Context: an optimization exercise on an open-source flow, tuned for small area. The choices shown serve that exercise and are no tape-out recipe.
At most, simulation tests tie the RTL to the original design; equivalence was not proved.
The clock port is modelled as an ideal driver; clocking choices that lean on that would not hold on a real chip.
No activity file was given, so power comes from the tool's default toggle rates.

the reference run:
==> module uart_rx, before the edit <==
module uart_rx (
    input  wire clk,
    input  wire rst,
    input  wire baud_tick,
    input  wire rx,
    output reg  [7:0] rx_data,
    output wire rx_done
);
reg [3:0] state;
reg       rx_prev;
assign rx_done = (state == 4'd3) & rx_prev;
always @(posedge clk) begin
    if (state[3] & baud_tick)
        rx_data <= {rx, rx_data[7:1]};
end
always @(posedge clk) begin
    if (rst) begin
        state   <= 4'd0;
        rx_prev <= 1'b1;
    end else begin
        rx_prev <= rx;
        case (state)
            4'd0, 4'd3: state <= (rx_prev & ~rx) ? 4'd1 : 4'd0;
            4'd1:  if (baud_tick) state <= rx ? 4'd0 : 4'd8;
            4'd2:  if (baud_tick) state <= 4'd3;
            4'b1100: if (baud_tick) state <= 4'd2;
            default: if (baud_tick) state <= {1'b1, state[1:0], state[2] ^ (state[1] | ~state[0])};
        endcase
    end
end
endmodule
==> flow/config.mk <==
export PLATFORM = sky130hd
export DESIGN_NAME = uart_top
export DESIGN_NICKNAME = uart_top
export VERILOG_FILES = /design/flow/design.v
export SDC_FILE = /design/flow/constraint.sdc
export NUM_CORES = 4
export LEC_CHECK = 0
export CAP_MARGIN = 5
export CORE_MARGIN = 2
export CORE_UTILIZATION = 40
export GPL_TIMING_DRIVEN = 0
export SLEW_MARGIN = 5
==> flow/constraint.sdc <==
create_clock -name core_clock -period 20.0 [get_ports {clk}]
set_input_delay 4.0000 -clock core_clock [delete_from_list [all_inputs] [get_ports {clk}]]
set_output_delay 4.0000 -clock core_clock [all_outputs]
set_load 0.01 [all_outputs]
standard.sh (not shown) runs the stock make flow with config.mk's settings and CLKGATE_MAP_FILE= SYNTH_SCRIPT=/design/flow/synth_recipe.tcl, a recipe that flattens the netlist after the stock synthesis.
==> flow/flow/run.sh <==
#!/bin/bash
# The standard layout (standard.sh) with these changes:
#  - synthesis maps logic with an area-oriented ABC script (abc_area.script)
#    in place of ORFS's speed script; the rest of synthesis is the standard flow's own
#    script, so registers keep their names and cell types
#  - each port gets the smallest buffer, sky130_fd_sc_hd__buf_1
#  - after global placement, prebuffer.tcl gives each net with 20 or more
#    loads one buffer at the centre of its loads, before repair_design
#  - clock tree synthesis uses clkbuf_8 and no dummy loads; after it,
#    clk_resize.tcl swaps each clock buffer for a smaller clock buffer where
#    the estimated slew at its loads stays under CLK_SLEW_LIMIT_PS
# Each step's output goes to a log of its own in this folder.
set -euo pipefail
W="$(cd "$(dirname "$0")/.." && pwd)"
cd "$W"
{
  echo "proc abc {args} {"
  echo "  set i [lsearch \$args -script]"
  echo "  if {\$i >= 0} { lset args [expr {\$i + 1}] $W/flow/abc_area.script }"
  echo "  yosys abc {*}\$args"
  echo "}"
  cat synth_recipe.tcl
} > flow_synth.tcl
sed "s#SYNTH_SCRIPT=[^ ]*#SYNTH_SCRIPT=$W/flow_synth.tcl#" standard.sh > flow_standard.sh
grep -q "SYNTH_SCRIPT=$W/flow_synth.tcl" flow_standard.sh
export BUFFER_PORTS_ARGS="-buffer_cell sky130_fd_sc_hd__buf_1"
export CTS_ARGS="-sink_clustering_enable -repair_clock_nets -dont_use_dummy_load -buf_list sky130_fd_sc_hd__clkbuf_8"
R="$W/orfs/results/$FLOW_PLATFORM/uart_top/base"
bash flow_standard.sh "$R/3_3_place_gp.odb" > flow_1_to_global_place.log 2>&1
PB_RESULTS="$R" PB_MIN_FANOUT=20 openroad -no_init -exit flow/prebuffer.tcl > flow_prebuffer.log 2>&1
bash flow_standard.sh cts > flow_2_to_cts.log 2>&1
CLK_RESULTS="$R" CLK_SLEW_LIMIT_PS=118 \
  openroad -no_init -exit flow/clk_resize.tcl > flow_clk_resize.log 2>&1
bash flow_standard.sh > flow_3_to_finish.log 2>&1
Other scripts of this flow, unchanged in this note and not shown: flow/flow/abc_area.script, flow/flow/clk_resize.tcl, flow/flow/prebuffer.tcl
The final layout from the reference run, which completed every stage, passed the timing, design-rule and antenna checks at the end of the flow.
Relative to the reference run, the following input files were edited for the trial run:
--- a/flow/design.v
+++ b/flow/design.v
@@ -111,28 +111,26 @@
     input  wire baud_tick,
     input  wire rx,
     output reg  [7:0] rx_data,
     output wire rx_done
 );
 reg [3:0] state;
-reg       rx_prev;
-assign rx_done = (state == 4'd3) & rx_prev;
+assign rx_done = (state == 4'd3);
 always @(posedge clk) begin
     if (state[3] & baud_tick)
         rx_data <= {rx, rx_data[7:1]};
 end
 always @(posedge clk) begin
     if (rst) begin
-        state   <= 4'd0;
-        rx_prev <= 1'b1;
+        state <= 4'd0;
     end else begin
-        rx_prev <= rx;
         case (state)
-            4'd0, 4'd3: state <= (rx_prev & ~rx) ? 4'd1 : 4'd0;
+            4'd0, 4'd3: state <= rx ? 4'd0 : 4'd1;
+            4'd4, 4'd5: state <= rx ? 4'd0 : 4'd4;
             4'd1:  if (baud_tick) state <= rx ? 4'd0 : 4'd8;
-            4'd2:  if (baud_tick) state <= 4'd3;
+            4'd2:  if (baud_tick) state <= rx ? 4'd3 : 4'd5;
             4'b1100: if (baud_tick) state <= 4'd2;
             default: if (baud_tick) state <= {1'b1, state[1:0], state[2] ^ (state[1] | ~state[0])};
         endcase
     end
 end
 endmodule
[summary]
Total area of sequential cells: the trial run < the reference run. Per the comparison of the trial run with the reference run, number of instances in the synthesized netlist +about 2%; part of the cycle the worst path needs rose 0.33 points; number of non-filler instances in the completed layout now larger; number of sequential cells in the layout -about 0.55%; worst-case setup margin in the final layout now smaller. Per the comparison of the trial run with the reference run, count of buffer and inverter cells on the critical path roughly the same; overall track demand over capacity in global routing lower; distinct cell type count after synthesis lower. Changes observed in the trial run relative to the reference run: global-route wire length before repair shrank by 0.67%; total via count after detailed routing increased by 65 relative to the old numbers; proportion of power drawn by combinational gates went up by 2.1 points.
The RTL of the trial run was laid out without a check of its function.

the previous run:
The RTL this note starts from:
==> flow/design.v <==
`timescale 1ns / 1ps
module fifo_sync (
    input  clk,
    input  rst,
    input  wr_en,
    input  rd_en,
    input  [7:0] data_in,
    output [7:0] data_out,
    output full,
    output empty
);
reg [7:0] mem [0:7];
reg [3:0] count;
assign full  = count[3];
assign empty = (count == 4'd0);
reg [7:0] head;
integer j;
always @* begin
    head = 8'd0;
    for (j = 0; j < 8; j = j + 1)
        head = head | ({8{count[2:0] == ((j + 1) % 8)}} & mem[j]);
end
assign data_out = head;
wire do_wr = wr_en & ~full;
wire do_rd = rd_en & ~empty;
integer i;
always @(posedge clk) begin
    if (do_wr) begin
        mem[0] <= data_in;
        for (i = 1; i < 8; i = i + 1)
            mem[i] <= mem[i-1];
    end
end
always @(posedge clk) begin
    if (rst)
        count <= 4'd0;
    else if (do_wr & ~do_rd)
        count <= count + 4'd1;
    else if (do_rd & ~do_wr)
        count <= count - 4'd1;
end
endmodule
`timescale 1ns / 1ps
module uart_baud_gen (
    input  clk,
    input  rst,
    output baud_tick,
    output baud_tick_d      
);
reg [2:0] c8;
reg [1:0] c3;
reg [2:0] c7;
reg [4:0] c31;
always @(posedge clk) begin
    if (rst) begin
        c8  <= 3'd0;
        c3  <= 2'd3;
        c7  <= 3'b001;
        c31 <= 5'b00001;
    end else begin
        c8  <= {c8[1:0], c8[2] ^ (c8[1] | ~c8[0])};    
        c3  <= {~c3[1] & c3[0], ~(c3[1] ^ c3[0])};    
        c7  <= {c7[1:0], c7[2] ^ c7[1]};
        c31 <= {c31[3:0], c31[4] ^ c31[2]};
    end
end
assign baud_tick = (c8 == 3'd0) && (c3 == 2'd0) && (c7 == 3'b001) && (c31 == 5'b00001);
assign baud_tick_d = (c8 == 3'b001) && (c3 == 2'd1) && (c7 == 3'b010) && (c31 == 5'b00010);
endmodule
`timescale 1ns / 1ps
module uart_tx (
    input  wire clk,
    input  wire rst,
    input  wire baud_tick,
    input  wire baud_tick_d,
    input  wire fifo_empty,
    input  wire [7:0] fifo_data,
    output wire tx_start,
    output wire tx
);
reg [3:0] state;
reg [7:0] data;
wire idle = (state == 4'd0);
assign tx_start = idle & ~fifo_empty & baud_tick;
assign tx = state[3] ? data[state[2:0]] : (state != 4'd3);
always @(posedge clk) begin
    if (idle)
        data <= {fifo_data[5], fifo_data[6], fifo_data[3], fifo_data[7],
                 fifo_data[4], fifo_data[2], fifo_data[1], fifo_data[0]};
end
always @(posedge clk) begin
    if (rst) begin
        state <= 4'd0;
    end else begin
        case (state)
            4'd0:    if (tx_start) state <= 4'd1;
            4'd1:    state <= 4'd3;
            4'd3:    if (baud_tick_d) state <= 4'b1000;
            4'b1100: if (baud_tick_d) state <= 4'd2;
            4'd2:    if (baud_tick_d) state <= 4'd0;
            default: if (baud_tick_d) state <= {1'b1, state[1:0], state[2] ^ (state[1] | ~state[0])};
        endcase
    end
end
endmodule
`timescale 1ns / 1ps
module uart_rx (
    input  wire clk,
    input  wire rst,
    input  wire baud_tick,
    input  wire rx,
    output reg  [7:0] rx_data,
    output wire rx_done
);
reg [3:0] state;
reg       rx_prev;
assign rx_done = (state == 4'd3) & rx_prev;
always @(posedge clk) begin
    if (state[3] & baud_tick)
        rx_data <= {rx, rx_data[7:1]};
end
always @(posedge clk) begin
    if (rst) begin
        state   <= 4'd0;
        rx_prev <= 1'b1;
    end else begin
        rx_prev <= rx;
        case (state)
            4'd0, 4'd3: state <= (rx_prev & ~rx) ? 4'd1 : 4'd0;
            4'd1:  if (baud_tick) state <= rx ? 4'd0 : 4'd8;
            4'd2:  if (baud_tick) state <= 4'd3;
            4'b1100: if (baud_tick) state <= 4'd2;
            default: if (baud_tick) state <= {1'b1, state[1:0], state[2] ^ (state[1] | ~state[0])};
        endcase
    end
end
endmodule
`timescale 1ns / 1ps
module uart_top (
    input  clk,
    input  rst,
    input  rx,
    output tx,
    input  tx_wr_en,
    input  [7:0] tx_wr_data,
    input  rx_rd_en,
    output reg [7:0] rx_rd_data,
    output tx_full,
    output rx_empty
);
wire baud_tick;
wire baud_tick_d;
wire tx_start;
wire tx_fifo_empty;
wire [7:0] tx_head;
wire rx_done;
wire [7:0] rx_data;
wire [7:0] rx_head;
wire rx_fifo_full;
uart_baud_gen baud_gen (
    .clk(clk),
    .rst(rst),
    .baud_tick(baud_tick),
    .baud_tick_d(baud_tick_d)
);
uart_tx tx_inst (
    .clk(clk),
    .rst(rst),
    .baud_tick(baud_tick),
    .baud_tick_d(baud_tick_d),
    .fifo_empty(tx_fifo_empty),
    .fifo_data(tx_head),
    .tx_start(tx_start),
    .tx(tx)
);
uart_rx rx_inst (
    .clk(clk),
    .rst(rst),
    .baud_tick(baud_tick),
    .rx(rx),
    .rx_data(rx_data),
    .rx_done(rx_done)
);
fifo_sync tx_fifo (
    .clk(clk),
    .rst(rst),
    .wr_en(tx_wr_en),
    .rd_en(tx_start),
    .data_in(tx_wr_data),
    .data_out(tx_head),
    .full(tx_full),
    .empty(tx_fifo_empty)
);
fifo_sync rx_fifo (
    .clk(clk),
    .rst(rst),
    .wr_en(rx_done),
    .rd_en(rx_rd_en),
    .data_in(rx_data),
    .data_out(rx_head),
    .full(rx_fifo_full),
    .empty(rx_empty)
);
always @(posedge clk) begin
    if (rx_rd_en & ~rx_empty)
        rx_rd_data <= rx_head;
end
endmodule
export LEC_CHECK = 0
export CAP_MARGIN = 5
export CORE_MARGIN = 2
export CORE_UTILIZATION = 40
export GPL_TIMING_DRIVEN = 0
export SLEW_MARGIN = 5
create_clock -name core_clock -period 20.0 [get_ports {clk}]
Scripts as last shown in full above: flow/flow/run.sh
Other scripts of this flow, unchanged in this note and not shown: flow/flow/abc_area.script, flow/flow/clk_resize.tcl, flow/flow/prebuffer.tcl
> inputs changed (the previous run -> the current run)
==> flow/design.v, changed modules only <==
module uart_rx (
    input  wire clk,
    input  wire rst,
    input  wire baud_tick,
    input  wire rx,
    output reg  [7:0] rx_data,
    output wire rx_done
);
reg [3:0] state;
assign rx_done = (state == 4'd3);
always @(posedge clk) begin
    if (state[3] & baud_tick)
        rx_data <= {rx, rx_data[7:1]};
end
always @(posedge clk) begin
    if (rst) begin
        state <= 4'd0;
    end else begin
        case (state)
            4'd0, 4'd3: state <= rx ? 4'd0 : 4'd1;
            4'd4, 4'd5: state <= rx ? 4'd0 : 4'd4;
            4'd1:  if (baud_tick) state <= rx ? 4'd0 : 4'd8;
            4'd2:  if (baud_tick) state <= rx ? 4'd3 : 4'd5;
            4'b1100: if (baud_tick) state <= 4'd2;
            default: if (baud_tick) state <= {1'b1, state[1:0], state[2] ^ (state[1] | ~state[0])};
        endcase
    end
end
endmodule
==> comparison <==
[the current run] multi-input combinational area share rose 0.37 points relative to the previous run. Status: synthesized area parity (the previous run, the current run). [compare] base=the previous run new=the current run: synthesized cell count was more or less identical; buffers plus inverters on the worst setup path went down 1; total power went up by 0.65%; switching share of power has increased. On the current run: endpoint arrival time on the critical path is 4.17 ns lower than what the previous run gave. The previous run reports its launching instance or port of the critical path as tx_wr_en while the current run reports rx_fifo.count[0]. Total number of sequential cells: the current run < the previous run. The current run and the previous run ended up with nearly the same clock transition at the register clock pins on the worst setup and hold paths after CTS.
No functional check of the RTL was part of any run of this note.

## what the ideal ports hide
The results above use ideal ports. As a check the final layouts listed here were re-extracted and re-timed, cells and wires unchanged.
Step 1 (the two cells are an assumption about what drives the block):
set clk [get_ports {clk}]
set_driving_cell -lib_cell sky130_fd_sc_hd__clkbuf_16 $clk
set_driving_cell -lib_cell sky130_fd_sc_hd__buf_2 [delete_from_list [all_inputs] $clk]
Step 2 times the ports against the registers' clock, not the clock port: input delays grow and output delays shrink by t, the midpoint of the rising clock arrivals with the driver on.
Slacks: ideal / step 1 / step 2; pairs: ideal / step 1.
| run | t (ns) | slack for setup (ns) | latest minus earliest clock arrival (ns) |
|---|---|---|---|
| the reference run | 0.465 | 13.670 / 13.679 / 13.214 | 0.034 / 0.034 |
| the trial run | 0.463 | 13.604 / 13.620 / 13.157 | 0.030 / 0.030 |
| the previous run | 0.478 | 13.796 / 13.811 / 13.334 | 0.038 / 0.037 |
| the current run | 0.463 | 13.596 / 13.556 / 13.182 | 0.037 / 0.038 |
After both steps every run listed still meets setup and hold. The setup slack of the previous run, which loses most, moves by +0.015 ns with the drivers and by -0.462 ns with both steps.
